Source: an optimization exercise on an open RTL-to-GDS flow (aim: small area and a short achievable clock period). Production flows keep margins and buffers that such runs may drop. At most, simulation tests tie the RTL to the original design; equivalence was not proved. No activity file was given, so power comes from the tool's default toggle rates.

Setup of main:
## matrix_dot_4x4
module matrix_dot_4x4 (
    input clk,
    input reset,
    input [7:0] A_in_0, A_in_1, A_in_2, A_in_3,
    input [7:0] B_in_0, B_in_1, B_in_2, B_in_3,
    output [31:0] C_out_00, C_out_01, C_out_02, C_out_03,
    output [31:0] C_out_10, C_out_11, C_out_12, C_out_13,
    output [31:0] C_out_20, C_out_21, C_out_22, C_out_23,
    output [31:0] C_out_30, C_out_31, C_out_32, C_out_33
);
==> flow/config.mk <==
export PLATFORM = sky130hd
export DESIGN_NAME = matrix_dot_4x4
export DESIGN_NICKNAME = matrix_dot_4x4
export VERILOG_FILES = /design/flow/design.v
export SDC_FILE = /design/flow/constraint.sdc
export NUM_CORES = 4
export LEC_CHECK = 0
export CAP_MARGIN = 5
export CORE_MARGIN = 2
export CORE_UTILIZATION = 40
export CTS_CLUSTER_DIAMETER = 120
export CTS_CLUSTER_SIZE = 24
export SETUP_SLACK_MARGIN = 2.6
export SLEW_MARGIN = 5
export SYNTH_HIERARCHICAL = 1
export TNS_END_PERCENT = 20
==> flow/constraint.sdc <==
create_clock -name core_clock -period 5.0 [get_ports {clk}]
set_input_delay 1.0000 -clock core_clock [delete_from_list [all_inputs] [get_ports {clk}]]
set_output_delay 1.0000 -clock core_clock [all_outputs]
set_load 0.01 [all_outputs]
run.sh (not shown) runs the stock make flow with config.mk's settings and CLKGATE_MAP_FILE= SYNTH_SCRIPT=/design/flow/synth_recipe.tcl, a recipe that flattens the netlist after the stock synthesis.
Relative to main, the following input files were edited for the feature branch:
# main
export LEC_CHECK = 0
export CAP_MARGIN = 5
export CORE_MARGIN = 2
export CORE_UTILIZATION = 40
export CTS_CLUSTER_DIAMETER = 120
export CTS_CLUSTER_SIZE = 24
export SETUP_SLACK_MARGIN = 2.6
export SLEW_MARGIN = 5
export SYNTH_HIERARCHICAL = 1
export TNS_END_PERCENT = 20
create_clock -name core_clock -period 5.0 [get_ports {clk}]
# the feature branch
export LEC_CHECK = 0
export ABC_AREA = 1
export CAP_MARGIN = 0
export CORE_MARGIN = 2
export CORE_UTILIZATION = 40
export CTS_CLUSTER_DIAMETER = 120
export CTS_CLUSTER_SIZE = 24
export SETUP_SLACK_MARGIN = 2.6
export SLEW_MARGIN = 0
export SYNTH_HIERARCHICAL = 1
export TNS_END_PERCENT = 5
create_clock -name core_clock -period 5.0 [get_ports {clk}]
==> flow/flow/run.sh (new file) <==
#!/bin/bash
# Layout flow: the standard layout (standard.sh), with the port buffers
# made of plain buffers instead of the delay-cell footprint buffer_ports picks
# by default. Every tool's output goes to standard.log in this folder.
set -euo pipefail
export BUFFER_PORTS_ARGS="-buffer_cell sky130_fd_sc_hd__buf_2"
bash standard.sh finish > standard.log 2>&1
==> flow/standard.sh (new file) <==
#!/bin/bash
# synth_recipe.tcl (not shown) runs the flow's synth.tcl, then flattens the netlist and writes it again
# the make line also repeats each setting of config.mk as NAME=value (left out here)
make -C /OpenROAD-flow-scripts/flow DESIGN_CONFIG=/design/flow/config.mk WORK_HOME=/design/flow/orfs CLKGATE_MAP_FILE= SYNTH_SCRIPT=/design/flow/synth_recipe.tcl "${@:-finish}"
removed: flow/run.sh
==> comparison <==
Compared with main, routed wire length in the feature branch increased by more than 10%.
On the feature branch: non-clock buffer instance count of the final layout is 43 lower than what main gave.
Each of the runs, namely main and the feature branch, reached the end of the flow and came out clean.
main reports its capture point of the worst path as C_out_01[8] while the feature branch reports C_out_20[4].
On the feature branch: initial antenna violation count is 1 higher than what main gave.
Run comparison: the feature branch largest family of logic cells by synthesized area simple AND/OR/NAND/NOR gates; main largest family of logic cells by synthesized area adder cells


matrix_dot_4x4 again, from the RTL that the note above started with.
clock: 5.0 ns
lec_check: 0
cap_margin: 5
core_margin: 2
core_utilization: 46
cts_cluster_diameter: 120
cts_cluster_size: 24
setup_slack_margin: 2.6
slew_margin: 5
synth_hierarchical: 1
tns_end_percent: 20
standard.sh (not shown) runs the stock make flow with config.mk's settings and CLKGATE_MAP_FILE= SYNTH_SCRIPT=/design/flow/synth_recipe.tcl, a recipe that flattens the netlist after the stock synthesis.
==> flow/flow/run.sh <==
#!/bin/bash
# Layout flow: the standard layout (standard.sh), with the port buffers
# made of plain buffers instead of the delay-cell footprint buffer_ports picks
# by default. Every tool's output goes to standard.log in this folder.
set -euo pipefail
export BUFFER_PORTS_ARGS="-buffer_cell sky130_fd_sc_hd__buf_2"
bash standard.sh finish > standard.log 2>&1
The starting point completed with no timing, DRC or antenna violations.
Next try:
--- a/flow/config.mk
+++ b/flow/config.mk
@@ -10 +10 @@
-export CORE_UTILIZATION = 46
+export CORE_UTILIZATION = 40
Effect: The new run went through all stages and came out clean; clock power goes up by about 3%; cell area went up by 0.44%; fmax goes up by 0.57%; power is about the same; area after synthesis does not change; core utilization goes down by 6.2 points; worst setup slack is better by 0.014 ns.
Next try:
--- a/flow/config.mk
+++ b/flow/config.mk
@@ -8 +8 @@
-export CAP_MARGIN = 5
+export CAP_MARGIN = 0
@@ -10 +10 @@
-export CORE_UTILIZATION = 40
+export CORE_UTILIZATION = 46
@@ -14 +14 @@
-export SLEW_MARGIN = 5
+export SLEW_MARGIN = 0
@@ -16 +16 @@
-export TNS_END_PERCENT = 20
+export TNS_END_PERCENT = 5
Wire length is lower by 2.7%.
Area after synthesis does not change.
Critical path depth rises by 1.
Combinational power goes down by about 3%.
Total power went down by 2.3%.
Global-route usage rises by 2.2 points.
Next try:
--- a/flow/config.mk
+++ b/flow/config.mk
@@ -10 +10 @@
-export CORE_UTILIZATION = 46
+export CORE_UTILIZATION = 40
@@ -13 +13 @@
-export SETUP_SLACK_MARGIN = 2.6
+export SETUP_SLACK_MARGIN = 2.8
- non-clock buffer count rises by 48
- synthesized cell count stays the same
- total power rises by a few percent
- final cell count rises by a few percent
- sequential cell count is unchanged
- cell area rises by a few percent
- worst setup slack gets better by 0.059 ns


matrix_dot_4x4, a different RTL version from the one above (not shown whole).
Size in the first run: roughly 5200 cells after synthesis, about 580 I/O pins, ~0.058 mm2 of cells after synthesis.
clock: 5.0 ns
lec_check: 0
cap_margin: 20
core_margin: 2
core_utilization: 40
cts_cluster_diameter: 120
cts_cluster_size: 24
setup_slack_margin: 2.6
slew_margin: 20
synth_hierarchical: 1
run.sh (not shown) runs the stock make flow with config.mk's settings and CLKGATE_MAP_FILE= SYNTH_SCRIPT=/design/flow/synth_recipe.tcl, a recipe that flattens the netlist after the stock synthesis.
Stock flow here: none of the scripts above is used.
Next try:
CTS_CLUSTER_DIAMETER = 150   (was 120)
CTS_CLUSTER_SIZE = 30   (was 24)
After rerunning:
- setup slack loses 0.0091 ns
- global-route usage hardly moves
- power shrinks by 0.70%
- routed wire length is about the same
- clock-buffer cell count drops by 9
- fmax drops by 0.35%
- final cell count is about the same
- cell area came out lower by 0.44%
No run of this note included a check of the RTL's function; only the layout flow was run.

## afterwards: timing with drivers on the ports
In the flow no input, the clock included, has a driving cell. The finished layouts below were timed again as built, in two steps.
Step 1 (the two cells are an assumption about what drives the block):
set clk [get_ports {clk}]
set_driving_cell -lib_cell sky130_fd_sc_hd__clkbuf_16 $clk
set_driving_cell -lib_cell sky130_fd_sc_hd__buf_2 [delete_from_list [all_inputs] $clk]
Step 2 moves the port delays by t, midway between the first and last clock arrival at a register: inputs arrive t later, outputs are due t later. That takes back most of the time a late clock gives input paths.
Slacks: ideal ports / drivers / drivers and shift; pairs: ideal ports / drivers.
run | t (ns) | setup slack, ns | worst setup path at the end
main | 0.748 | 2.381 / 2.301 / 1.732 | input to register
the feature branch | 0.759 | 2.547 / 2.463 / 1.776 | input to register
the first run of note 2 | 0.748 | 2.478 / 2.478 / 1.842 | input to register
the second run of note 2 | 0.752 | 2.492 / 2.492 / 1.832 | input to register
the third run of note 2 | 0.736 | 2.418 / 2.418 / 1.812 | input to register
the fourth run of note 2 | 0.746 | 2.477 / 2.477 / 1.835 | input to register
the first run of note 3 | 0.748 | 2.448 / 2.448 / 1.785 | input to register
the second run of note 3 | 0.730 | 2.439 / 2.439 / 1.844 | input to register
After both steps every run listed still meets setup and hold. The setup slack of the feature branch, which loses most, moves by -0.084 ns with the drivers and by -0.771 ns with both steps.
